Background: an optimization exercise with open tools, aiming at small area. Do not read the settings as production practice.
In this exercise RTL edits were held to simulation tests only and were not proved equivalent to the original.
No activity file was given, so power comes from the tool's default toggle rates.

==> design.v <==
module zigbee_cordic_stage_comb 
	#(parameter integer NUM_STAGE = 1, XY_SIZE = 1, W_SIZE = 0,
	  parameter signed [W_SIZE-1:0] CONST_TAN = 4) 
        (
	xin,
	yin,
	win,
	validIn,
	xout,
	yout,
	wout,
	validOut
	);
	input wire signed [XY_SIZE-1:0] xin, yin;  
	input wire signed [W_SIZE-1:0] win;  
	input wire validIn;
	output wire signed [XY_SIZE-1:0] xout, yout;  
	output wire signed [W_SIZE-1:0] wout;  
	output wire validOut;
	wire signed [XY_SIZE-1:0] xin_shifted, yin_shifted;  
	assign xin_shifted = xin >>> NUM_STAGE;
	assign yin_shifted = yin >>> NUM_STAGE;
	assign xout = !yin[XY_SIZE-1] ? xin + yin_shifted :
									xin - yin_shifted;
	assign yout = !yin[XY_SIZE-1] ? yin - xin_shifted :
									yin + xin_shifted;
	assign wout = !yin[XY_SIZE-1] ? win + CONST_TAN :
									win - CONST_TAN;
	assign validOut = validIn;
endmodule
module zigbee_cordic_top (
	reset_n,
	clk,
	ibb,
	qbb,
	iValid,
	wout,
	oValid
	);
	parameter integer NUM_STAGES = 4;  
	parameter integer IQ_SIZE = 5;  
	parameter integer W_SIZE = 6;  
	input wire signed [IQ_SIZE-1:0] ibb, qbb;
	output wire signed [W_SIZE-1:0] wout;
	input wire clk, reset_n, iValid;
	output wire oValid;
	reg signed [IQ_SIZE-1:0] ibb_ibuff, qbb_ibuff;
	reg signed [W_SIZE-1:0] wout_obuff;
	reg iValid_ibuff;
	reg oValid_obuff;
	logic signed [IQ_SIZE+1-1:0] cor_x_s0 [2-1+1:0];
	logic signed [IQ_SIZE+1-1:0] cor_y_s0 [2-1+1:0];
	logic signed [W_SIZE-1:0] cor_w_s0 [2-1+1:0];
	logic signed [IQ_SIZE+1-1:0] cor_x_s1 [NUM_STAGES-1:2];
	logic signed [IQ_SIZE+1-1:0] cor_y_s1 [NUM_STAGES-1:2];
	logic signed [W_SIZE-1:0] cor_w_s1 [NUM_STAGES-1+1:2];
	logic valid_s0 [2-1+1:0];
	logic valid_s1 [NUM_STAGES-1+1:2];
	logic signed [IQ_SIZE+1-1:0] cor_x_s1_r2;
	logic signed [IQ_SIZE+1-1:0] cor_y_s1_r2;
	logic signed [W_SIZE-1:0] cor_w_s1_r2;
	logic valid_s1_r2;
	assign cor_x_s1[2] = cor_x_s1_r2;
	assign cor_y_s1[2] = cor_y_s1_r2;
	assign cor_w_s1[2] = cor_w_s1_r2;
	assign valid_s1[2] = valid_s1_r2;
	zigbee_cordic_stage_comb #(
				.NUM_STAGE(0),
				.XY_SIZE(IQ_SIZE + 1),
				.W_SIZE(W_SIZE),
				.CONST_TAN(1 << (NUM_STAGES - 1))
				) S0 (
				.xin(cor_x_s0[0]),
				.yin(cor_y_s0[0]),
				.win(cor_w_s0[0]),
				.validIn(valid_s0[0]),
				.xout(cor_x_s0[1]),
				.yout(cor_y_s0[1]),
				.wout(cor_w_s0[1]),
				.validOut(valid_s0[1])
				);
	zigbee_cordic_stage_comb #(
				.NUM_STAGE(1),
				.XY_SIZE(IQ_SIZE + 1),
				.W_SIZE(W_SIZE),
				.CONST_TAN(1 << (NUM_STAGES - 2))
				) S1 (
				.xin(cor_x_s0[1]),
				.yin(cor_y_s0[1]),
				.win(cor_w_s0[1]),
				.validIn(valid_s0[1]),
				.xout(cor_x_s0[2]),
				.yout(cor_y_s0[2]),
				.wout(cor_w_s0[2]),
				.validOut(valid_s0[2])
				);
	zigbee_cordic_stage_comb #(
				.NUM_STAGE(2),
				.XY_SIZE(IQ_SIZE + 1),
				.W_SIZE(W_SIZE),
				.CONST_TAN(1 << (NUM_STAGES - 3))
				) S2 (
				.xin(cor_x_s1[2]),
				.yin(cor_y_s1[2]),
				.win(cor_w_s1[2]),
				.validIn(valid_s1[2]),
				.xout(cor_x_s1[3]),
				.yout(cor_y_s1[3]),
				.wout(cor_w_s1[3]),
				.validOut(valid_s1[3])
				);
	zigbee_cordic_stage_comb #(
				.NUM_STAGE(3),
				.XY_SIZE(IQ_SIZE + 1),
				.W_SIZE(W_SIZE),
				.CONST_TAN(1 << (NUM_STAGES - 4))
				) S3 (
				.xin(cor_x_s1[3]),
				.yin(cor_y_s1[3]),
				.win(cor_w_s1[3]),
				.validIn(valid_s1[3]),
				.xout(),
				.yout(),
				.wout(cor_w_s1[4]),
				.validOut(valid_s1[4])
				);
	always @(posedge clk, negedge reset_n)
	begin
		if (!reset_n) begin  
			iValid_ibuff <= 0;
			ibb_ibuff <= 0;
			qbb_ibuff <= 0;
			wout_obuff <= 0;
			oValid_obuff <= 0;
			cor_x_s1_r2 <= 0;
			cor_y_s1_r2 <= 0;
			cor_w_s1_r2 <= 0;
			valid_s1_r2 <= 0;
		end
		else begin
			iValid_ibuff <= iValid;
			ibb_ibuff <= ibb;
			qbb_ibuff <= qbb;
			wout_obuff <= cor_w_s1[NUM_STAGES];
			oValid_obuff <= valid_s1[NUM_STAGES];
			cor_x_s1_r2 <= cor_x_s0[2];
			cor_y_s1_r2 <= cor_y_s0[2];
			cor_w_s1_r2 <= cor_w_s0[2];
			valid_s1_r2 <= valid_s0[2];
		end
	end
	assign valid_s0[0] = iValid_ibuff;
	assign cor_y_s0[0] = ibb_ibuff[IQ_SIZE-1] ? $signed({(!qbb_ibuff[IQ_SIZE-1]) && (qbb_ibuff != 0), -qbb_ibuff}) :
								  				$signed({qbb_ibuff[IQ_SIZE-1], qbb_ibuff});
	assign cor_x_s0[0] = $signed({1'b0, (ibb_ibuff[IQ_SIZE-1]) ? -ibb_ibuff : ibb_ibuff});
	assign cor_w_s0[0] = $signed({ibb_ibuff[IQ_SIZE-1], {W_SIZE-1{1'b0}}});
	assign wout = wout_obuff;
	assign oValid = oValid_obuff;
endmodule
module bit_recovery(
                    input logic clk,
                    input logic resetn,
                    input logic signed [5:0] phase,
                    input logic ph_valid,
                    output logic data_bits
                    );
logic signed [5:0] phase_q;
logic signed [5:0] phase_r;
logic signed [5:0] phase_diff;
logic overflow;
typedef enum {IDLE, ENABLE, WAIT} state_t;
state_t curr_state, next_state;
always_ff @(posedge clk, negedge resetn) begin
  if(~resetn)
    curr_state <= IDLE;
  else
    curr_state <= next_state;
end
always_comb begin
  case(curr_state)
    IDLE: begin
      if(ph_valid)
        next_state = ENABLE;
      else
        next_state = IDLE;
    end
    ENABLE: begin
      if(~ph_valid)
        next_state = IDLE;
      else
        next_state = WAIT;
    end
    WAIT: begin
      if(~ph_valid)
        next_state = IDLE;
      else
        next_state = WAIT;
    end
    default : begin
	next_state = IDLE;
	end
  endcase
end
always_ff @(posedge clk, negedge resetn) begin
  if(~resetn) begin
    phase_q <= 0;
    phase_r <= 0;
  end else begin
    if(curr_state == ENABLE) begin
      phase_q <= phase;
      phase_r <= phase_q;
    end else begin
      phase_q <= phase_q;
      phase_r <= phase_r;
    end
  end
end
logic data_hold;
always_ff @(posedge clk, negedge resetn) begin
  if(~resetn)
    data_hold <= 0;
  else
    data_hold <= data_bits;
end
assign overflow = (phase_q[5]^phase_r[5]) ? 0:(phase_diff[5]^phase_q[5]);
always_comb begin  
  phase_diff = phase_q - phase_r;
  if(phase_q == 'b0 && phase_r == 'b0)
    data_bits = 0;
  else if(overflow)
    data_bits = data_hold;
  else if(phase_diff[5])
    data_bits = 0;
  else
    data_bits = 1;
end
endmodule
module cdr(
           input logic clk,
           input logic resetn_i,
           input logic data_i,
           output logic data_en_o,
           output logic data_o
           );
logic data_en_w;
logic T_w;
logic E_w;
logic q1, q2, q3, q4;
logic [4:0] count;
logic [4:0] cycles;
typedef enum {IDLE, UP, DOWN} state_t;
state_t curr_state, next_state;
logic en_toggle_w, en_rise_w, en_fall_w;
assign en_toggle_w = (count == cycles) || (count == 12);
assign en_rise_w = en_toggle_w && ~data_en_w;
assign en_fall_w = en_toggle_w && data_en_w;
always_ff @(posedge clk, negedge resetn_i) begin
  if(~resetn_i) begin
    q1 <= 0;
    q2 <= 0;
    q4 <= 0;
  end else if(en_rise_w) begin
    q1 <= data_i;
    q2 <= q1;
    q4 <= q3;
  end
end
always_ff @(posedge clk, negedge resetn_i) begin
  if(~resetn_i) begin
    q3 <= 0;
  end else if(en_fall_w) begin
    q3 <= data_i;
  end
end
assign T_w = q1 ^ q2;
assign E_w = q2 ^ q4;
always_ff @(posedge clk, negedge resetn_i) begin
  if(~resetn_i)
    curr_state <= IDLE;
  else
    curr_state <= next_state;
end
always_comb begin
  case(curr_state)
    IDLE: begin
      if(T_w && E_w)
        next_state = DOWN;
      else if(T_w && ~E_w)
        next_state = UP;
      else
        next_state = IDLE;
    end
    UP: begin
      if(~T_w)
        next_state = IDLE;
      else if(E_w)
        next_state = DOWN;
      else
        next_state = UP;
    end
    DOWN: begin
      if(~T_w)
        next_state = IDLE;
      else if(~E_w)
        next_state = UP;
      else
        next_state = DOWN;
    end
    default : begin
	next_state = IDLE;
    end
  endcase
end
always_comb begin
  case(curr_state)
    IDLE: begin
      cycles = 24;
    end
    UP: begin
      cycles = 23;
    end
    DOWN: begin
      cycles = 25;
    end
    default : begin
      cycles = 24;
    end
  endcase
end
always_ff @(posedge clk, negedge resetn_i) begin
  if(~resetn_i) begin
    data_en_w <= 1;
    count <= 24;
  end else begin
    if(count == cycles) begin
      count <= 0;
      data_en_w <= ~data_en_w;
    end else
      count <= count + 1;
      if(count == 12)
        data_en_w <= ~data_en_w;
  end  
end
logic data_en_w_q;
always_ff @(posedge clk, negedge resetn_i) begin
  if(~resetn_i) begin
    data_en_w_q <= 'b0;
    data_en_o <= 'b0;
    data_o <= 'b0;
  end
  else begin
    data_en_w_q <= data_en_w;
    if(~data_en_w && data_en_w_q) begin
      data_o <= data_i;
      data_en_o <= 1'b1;
    end
    else begin
      data_o <= data_o;
      data_en_o <= 'b0;
    end
  end
end
endmodule
module bit_recovery_CDR(
			input logic clk,
      input logic resetn,
			input logic signed [5:0] phase_i,
			input logic ph_valid_i,
			output logic data_en_o,
           		output logic data_o
			);
logic data_w, clk_w, resetn_w;
assign clk_w = clk;
  assign resetn_w = resetn;
bit_recovery i_bit_recovery(
			  .clk(clk_w),
                    	  .resetn(resetn_w),
                    	  .phase(phase_i),
                    	  .ph_valid(ph_valid_i),
                    	  .data_bits(data_w)
			);
cdr i_cdr(
	.clk(clk_w),
        .resetn_i(resetn_w),
        .data_i(data_w),
        .data_en_o(data_en_o),
        .data_o(data_o)
        );
endmodule
module fifo_rx				
#(
					parameter WIDTH = 8,
					parameter DEPTH = 64
)		
(
					input logic clk,  
					input logic reset_n,
					input logic en_cdr,
					input logic data_in,
					input logic psel,
					input logic pwrite,
					input logic penable,
					output logic pready,
					output logic pslverr,
					output logic [WIDTH-1:0] prdata
);
parameter PTR_WIDTH = $clog2(DEPTH);
logic [WIDTH-1:0] mem [DEPTH-1:0];
logic [PTR_WIDTH:0] wr_ptr, rd_ptr;
logic full;  
logic empty; 
logic wr_en;
logic rd_en;
reg [7:0] shift_register;
logic [2:0] i;
reg en_cdr_prec;
assign pready = 1'b1;
always_comb begin
	if((wr_ptr[PTR_WIDTH-1:0]) == (rd_ptr[PTR_WIDTH-1:0])) begin
		full = (wr_ptr[PTR_WIDTH]) ^ (rd_ptr[PTR_WIDTH]);  
		empty = wr_ptr[PTR_WIDTH] ~^ rd_ptr[PTR_WIDTH];  
	end
	else begin
		full = 0;
		empty = 0;
	end
end
assign pslverr = empty;
assign wr_en = ~en_cdr_prec && en_cdr && (i == 0);
always @(posedge clk, negedge reset_n) begin
	if (~reset_n) begin
		shift_register <= 'b0;
    en_cdr_prec <= 'b0;
		i <=0;
	end
	else begin
    en_cdr_prec <= en_cdr;
    if(~en_cdr_prec && en_cdr) begin
      shift_register <= {data_in, shift_register[7:1]};
      i <= i + 1;
    end
    else begin
      shift_register <= shift_register;
      i <= i;
    end
	end
end
always_ff @(posedge clk, negedge reset_n) begin
	if(~reset_n) begin
		for(integer i = 0; i < DEPTH; i++) begin
			mem[i] <= 0;
		end
		wr_ptr <= 0;
	end
	else begin
		if(wr_en) begin
      mem[wr_ptr[PTR_WIDTH-1:0]] <= shift_register;
      wr_ptr <= wr_ptr + 1;
		end
		else begin
      wr_ptr <= wr_ptr;
      mem[wr_ptr[PTR_WIDTH-1:0]] <= mem[wr_ptr[PTR_WIDTH-1:0]];
		end
	end
end
assign rd_en = psel && penable && !pwrite && !empty;
always_ff @(posedge clk, negedge reset_n) begin
  if(~reset_n)
    prdata <= 'b0;
  else begin
    if(rd_en)
	  	prdata <= mem[rd_ptr[PTR_WIDTH-1:0]];
	  else
	  	prdata <= 'b0;
  end
end	
always_ff @(posedge clk, negedge reset_n) begin
	if(~reset_n) begin
		rd_ptr <= 'b0;
	end
	else begin
		if (rd_en || (full && wr_en)) 
			rd_ptr <= rd_ptr + 1;
		else
      rd_ptr <= rd_ptr;
  end
end
endmodule
module zigbee_rx_back (
  input  logic       clk_i,
  input  logic       resetn_i,
  input  logic [4:0] ibb_i,
  input  logic [4:0] qbb_i,
  input  logic       iq_valid_i,
  input  logic       psel_i,
  input  logic       penable_i,
  input  logic       pwrite_i,
  output logic [7:0] prdata_o,
  output logic       pslverr_o,
  output logic       bit_o,
  output logic       bit_en_o
);
  logic [5:0] cordic_phase;
  logic       cordic_valid;
  logic       cdr_data;
  logic       cdr_valid;
  zigbee_cordic_top i_cordic (
    .reset_n(resetn_i),
    .clk(clk_i),
    .ibb(ibb_i),
    .qbb(qbb_i),
    .iValid(iq_valid_i),
    .wout(cordic_phase),
    .oValid(cordic_valid)
  );
  bit_recovery_CDR i_cdr (
    .clk(clk_i),
    .resetn(resetn_i),
    .phase_i(cordic_phase),
    .ph_valid_i(cordic_valid),
    .data_en_o(cdr_valid),
    .data_o(cdr_data)
  );
  fifo_rx i_fifo_rx (
    .clk(clk_i),
    .reset_n(resetn_i),
    .en_cdr(cdr_valid),
    .data_in(cdr_data),
    .psel(psel_i),
    .pwrite(pwrite_i),
    .penable(penable_i),
    .pready(),
    .pslverr(pslverr_o),
    .prdata(prdata_o)
  );
  assign bit_o = cdr_data;
  assign bit_en_o = cdr_valid;
endmodule
==> run.sh <==
#!/bin/bash
# synth_recipe.tcl (not shown) runs the flow's synth.tcl, then flattens the netlist and writes it again
# the make line also repeats each setting of config.mk as NAME=value (left out here)
make -C /OpenROAD-flow-scripts/flow DESIGN_CONFIG=/design/flow/config.mk WORK_HOME=/design/flow/orfs CLKGATE_MAP_FILE= SYNTH_SCRIPT=/design/flow/synth_recipe.tcl finish
==> config.mk <==
export PLATFORM = sky130hd
export DESIGN_NAME = zigbee_rx_back
export DESIGN_NICKNAME = zigbee_rx_back
export VERILOG_FILES = /design/flow/design.v
export SDC_FILE = /design/flow/constraint.sdc
export NUM_CORES = 4
export LEC_CHECK = 0
export ABC_AREA = 1
export CAP_MARGIN = 20
export CORE_MARGIN = 2
export CORE_UTILIZATION = 40
export SLEW_MARGIN = 20
==> constraint.sdc <==
create_clock -name core_clock -period 10.0 [get_ports {clk_i}]
set_input_delay 2.0000 -clock core_clock [delete_from_list [all_inputs] [get_ports {clk_i}]]
set_output_delay 2.0000 -clock core_clock [all_outputs]
set_load 0.01 [all_outputs]
==> summary.txt <==
==> registers in the layout, indices dropped and copies added (netlist names), 4 cells and up <==
| register | cells |
|---|---|
| i_cordic.cor_y_s1_r2 | 6 |
| i_fifo_rx.rd_ptr | 7 |
| i_fifo_rx.prdata | 8 |
| i_cdr.i_bit_recovery.phase_q | 6 |
| i_cordic.qbb_ibuff | 5 |
| i_fifo_rx.shift_register | 8 |
| i_cdr.i_bit_recovery.phase_r | 6 |
| i_cordic.cor_x_s1_r2 | 4 |
| i_cdr.i_cdr.count | 5 |
| i_fifo_rx.wr_ptr | 7 |
| i_cordic.wout_obuff | 6 |
| i_cordic.ibb_ibuff | 5 |
| i_fifo_rx.mem | 512 |
==> per-stage QoR <==
| step | hold WS [ns] | power [mW] | cells | utilization | setup slack [ns] |
|---|---|---|---|---|---|
| after floorplan | 0.331 | 5.12 | 5114 | - | 6.40 |
| after global placement | 0.333 | 6.41 | 6173 | 0.417 | 4.65 |
| after detailed placement | 0.335 | 6.45 | 6173 | 0.417 | 5.11 |
| after CTS | 0.348 | 9.16 | 6304 | 0.445 | 5.09 |
| after global routing | 0.351 | 9.56 | 6304 | 0.445 | 4.72 |
| final | 0.344 | 9.24 | 6305 | 0.445 | 4.90 |
==> worst paths after layout <==
check / depth (start not counted) / from / endpoint
max: 18 / i_fifo_rx.wr_ptr[0] / i_fifo_rx.mem[16][1]
min: 0 / i_cordic.valid_s1_r2 / i_cordic.oValid_obuff
max reg2reg: 18 / i_fifo_rx.wr_ptr[0] / i_fifo_rx.mem[16][1]
min reg2reg: 0 / i_cordic.valid_s1_r2 / i_cordic.oValid_obuff
max in group asynchronous: 2 / resetn_i / i_fifo_rx.mem[0][5]
min in group asynchronous: 1 / resetn_i / i_fifo_rx.mem[36][2]
==> cell usage after synthesis, drive strengths merged, types with 18 or more instances <==
cell       n  area, um^2
o211ai    31         233
nor2     528        2070
o22ai     18         113
a21oi     73         365
inv      485        1820
nand2   2525        9510
nand3    230        1240
buf      135         772
nand4    135         845
o21ai     82         410
clkbuf    39         146
xor2      28         245
ha        60         751
dfrtp    605       15100
==> placed cells by master (no fill, tap or decap), drive strengths merged, types with 8 or more instances in the layout <==
master and count:
a211oi 14, xnor2 8, clkinv 18, nand4 135
ha 60, dfrtp 605, or2 8, nor2 528
a22o 9, a21oi 73, inv 490, o2111ai 14
nand2 2525, o22ai 18, o211ai 31, nand3 230
nor3 15, o21bai 9, clkdlybuf4s50 25, clkbuf 110
a22oi 13, xor2 28, nor4 9, o21ai 82
buf 53
==> power by group through the flow <==
stage / clock network [mW] / registers [mW] / logic [mW]
after floorplan: 0 / 2.91 / 2.21
after detailed placement: 0 / 2.99 / 3.46
final: 2.73 / 2.95 / 3.56
after global placement: 0 / 2.98 / 3.43
after CTS: 2.76 / 2.94 / 3.46
after global routing: 2.85 / 2.98 / 3.73
==> per-layer routing <==
| layer | up-vias | wire length, um |
|---|---|---|
| li1 | 15800 | - |
| met1 | 16200 | 58300 |
| met2 | 1794 | 59600 |
| met3 | 391 | 14600 |
| met4 | 6 | 9390 |
| met5 | - | 39 |
==> cells by family (layout without fill, tap and decap cells) <==
kind of cell             after synthesis  count (layout)  synth area share
other                                  1               2          0.000108
adder cells (fa/ha/maj)               65              65            0.0244
AND/OR/NAND/NOR                     3455            3455             0.399
multiplexers                           5               5           0.00162
buffers and inverters                667             702            0.0796
flip-flops                           608             608             0.437
AO/OA/AOI/OAI                        277             277            0.0491
XOR/XNOR                              36              36           0.00906
==> layout make-up <==
type,count,area [um^2]
antenna,1,2.50
clock buffer,110,2140
clock inverter,21,251
fill,9054,48000
inverter,493,1850
multi-input combinational,3839,16900
sequential,608,15200
tap,1155,1450
timing repair buffer,78,681
==> reports/metrics.cfg <==
[clocking]
root_buffer=clkbuf_16
cts_buffers=73
h-tree-depth=3
post_cts_buffers=0
cts.sinks=608
cts_hold_buf=0
clock_latency_ns=0.66
cts_tree=built
clk_pin_slew_worst_paths_ns=0.06
post_cts_resized=0
clock_tree.buffer_depth=3

[grt]
grt_use_met2=0.458
met3_usage=0.0667
met1_usage=0.430
first_global_vias=31400
grt_usage=0.314
antenna_found_initial=5
grt-ovfl-total=0
grt_busiest_layer=met2
grt_pass1_wl_um=209000
grt_max_degree=171

[die]
die-area_um2=89400
fp.dieH_um=299
die_w_um=299
ios=27
num_rows=108
core_area_um2=86500
start_util=0.402

[worst_setup_path]
r2r_slack_ns=4.90
crit_path_max_fanout=44
start_kind=register
cp_top_family=simple AND/OR/NAND/NOR gates
end_kind=register
critPathMaxStageDelay_ns=0.69
crit_type=register to register
crit_required_ns=10.59
path_cells=inv_1 > ha_2 > buf_4 > inv_1 > nor2_2 > nand2_1 > inv_1 > nand2_1 > nand4_1 > nor2_1 > nand2_1 > nor2_1 > nand3_1 > nand2_1 > nand2_2 > buf_4 > nand2_1 > nand2_1
cp_data_arrival_time_ns=5.69
crit_buf_inv=5
crit_slowest_cell=nor2_2
crit_path_frequent_cell=nand2_1

[final_layout]
final_area_um2=38500
area_delta_synth_final_pct=10.6
nNetsFinal=5174
drive_gt1_frac=0.0489

[sta]
period_share=0.510
maxSlewHeadroom=0.231
hold_viol=0
max_slew.worst_pin.slew_ns=1.15
setup_tns_ns=0
slew_violations=0
setup_viol=0
period_minus_slack_ns=5.10
fin_skew_ns=0.0320
fmax_ghz=0.196
rsz0062_at_grt=no

[synth]
syn_avg_cell_area_um2=6.80
ys_warn_count=21
synthFlopType=dfrtp_1
synth-edff-count=0
syn-instance-count=5114
yosysSeqAreaShare=0.437
synth_seq_cells=608
netlist_area_um2=34800
synth_fp_nets=5195
async_flop_share=1.00
ys_types=47

[run]
cap_violations=0

[pwr]
p_int_mw=4.99
switching_share=0.460
power_frac_comb=0.385
p_clk_frac=0.295
powerDensity_nw_per_um2=240
p_sw_mw=4.25
max-vdd-ir-drop_mv=0.376
seq_power_share=0.319
p_leak_nw=20.5

[routing]
vias=34100
vias_per_cell=5.41
ant_nets=0
first_pass_iters=9
wl_um=142000
routedWlPerCell_um=22.5
drtIter0Drc=4403
drc=0

[min_path]
min_path_type=register to register

[placement]
portBuffers=26
routabilityCongestion=1.03
dpl_cell_area_um2=36100
dp_hpwl_um=100000

[status]
status=timing/DRC/antenna clean

## static timing again, ports no longer ideal
The flow's constraints put no driver on any port. The routed layout listed below was extracted and timed again, unchanged, in two steps. Step 1 sets driving cells, clkbuf_16 on the clock port and buf_2 on the other inputs (assumed; they add their load-dependent delay and slew). Step 2 adds t to the input delays and takes it off the output delays; t is the mean of the earliest and latest rising clock arrival at the registers after step 1. Input paths then give back, and output paths get back, about the clock's delay inside the block. Slacks: no drivers / after step 1 / after step 2; pairs: no drivers / after step 1.
t (ns): 0.712
setup WS [ns]: 4.897 / 4.897 / 4.897
worst hold slack (ns): 0.344 / 0.344 / 0.344
worst setup path at the end: register to register
clock arrival spread, ns: 0.033 / 0.033
After both steps setup and hold are still met in this run. For this run, drivers alone change the setup slack by 0.000 ns; drivers and shift together by 0.000 ns.
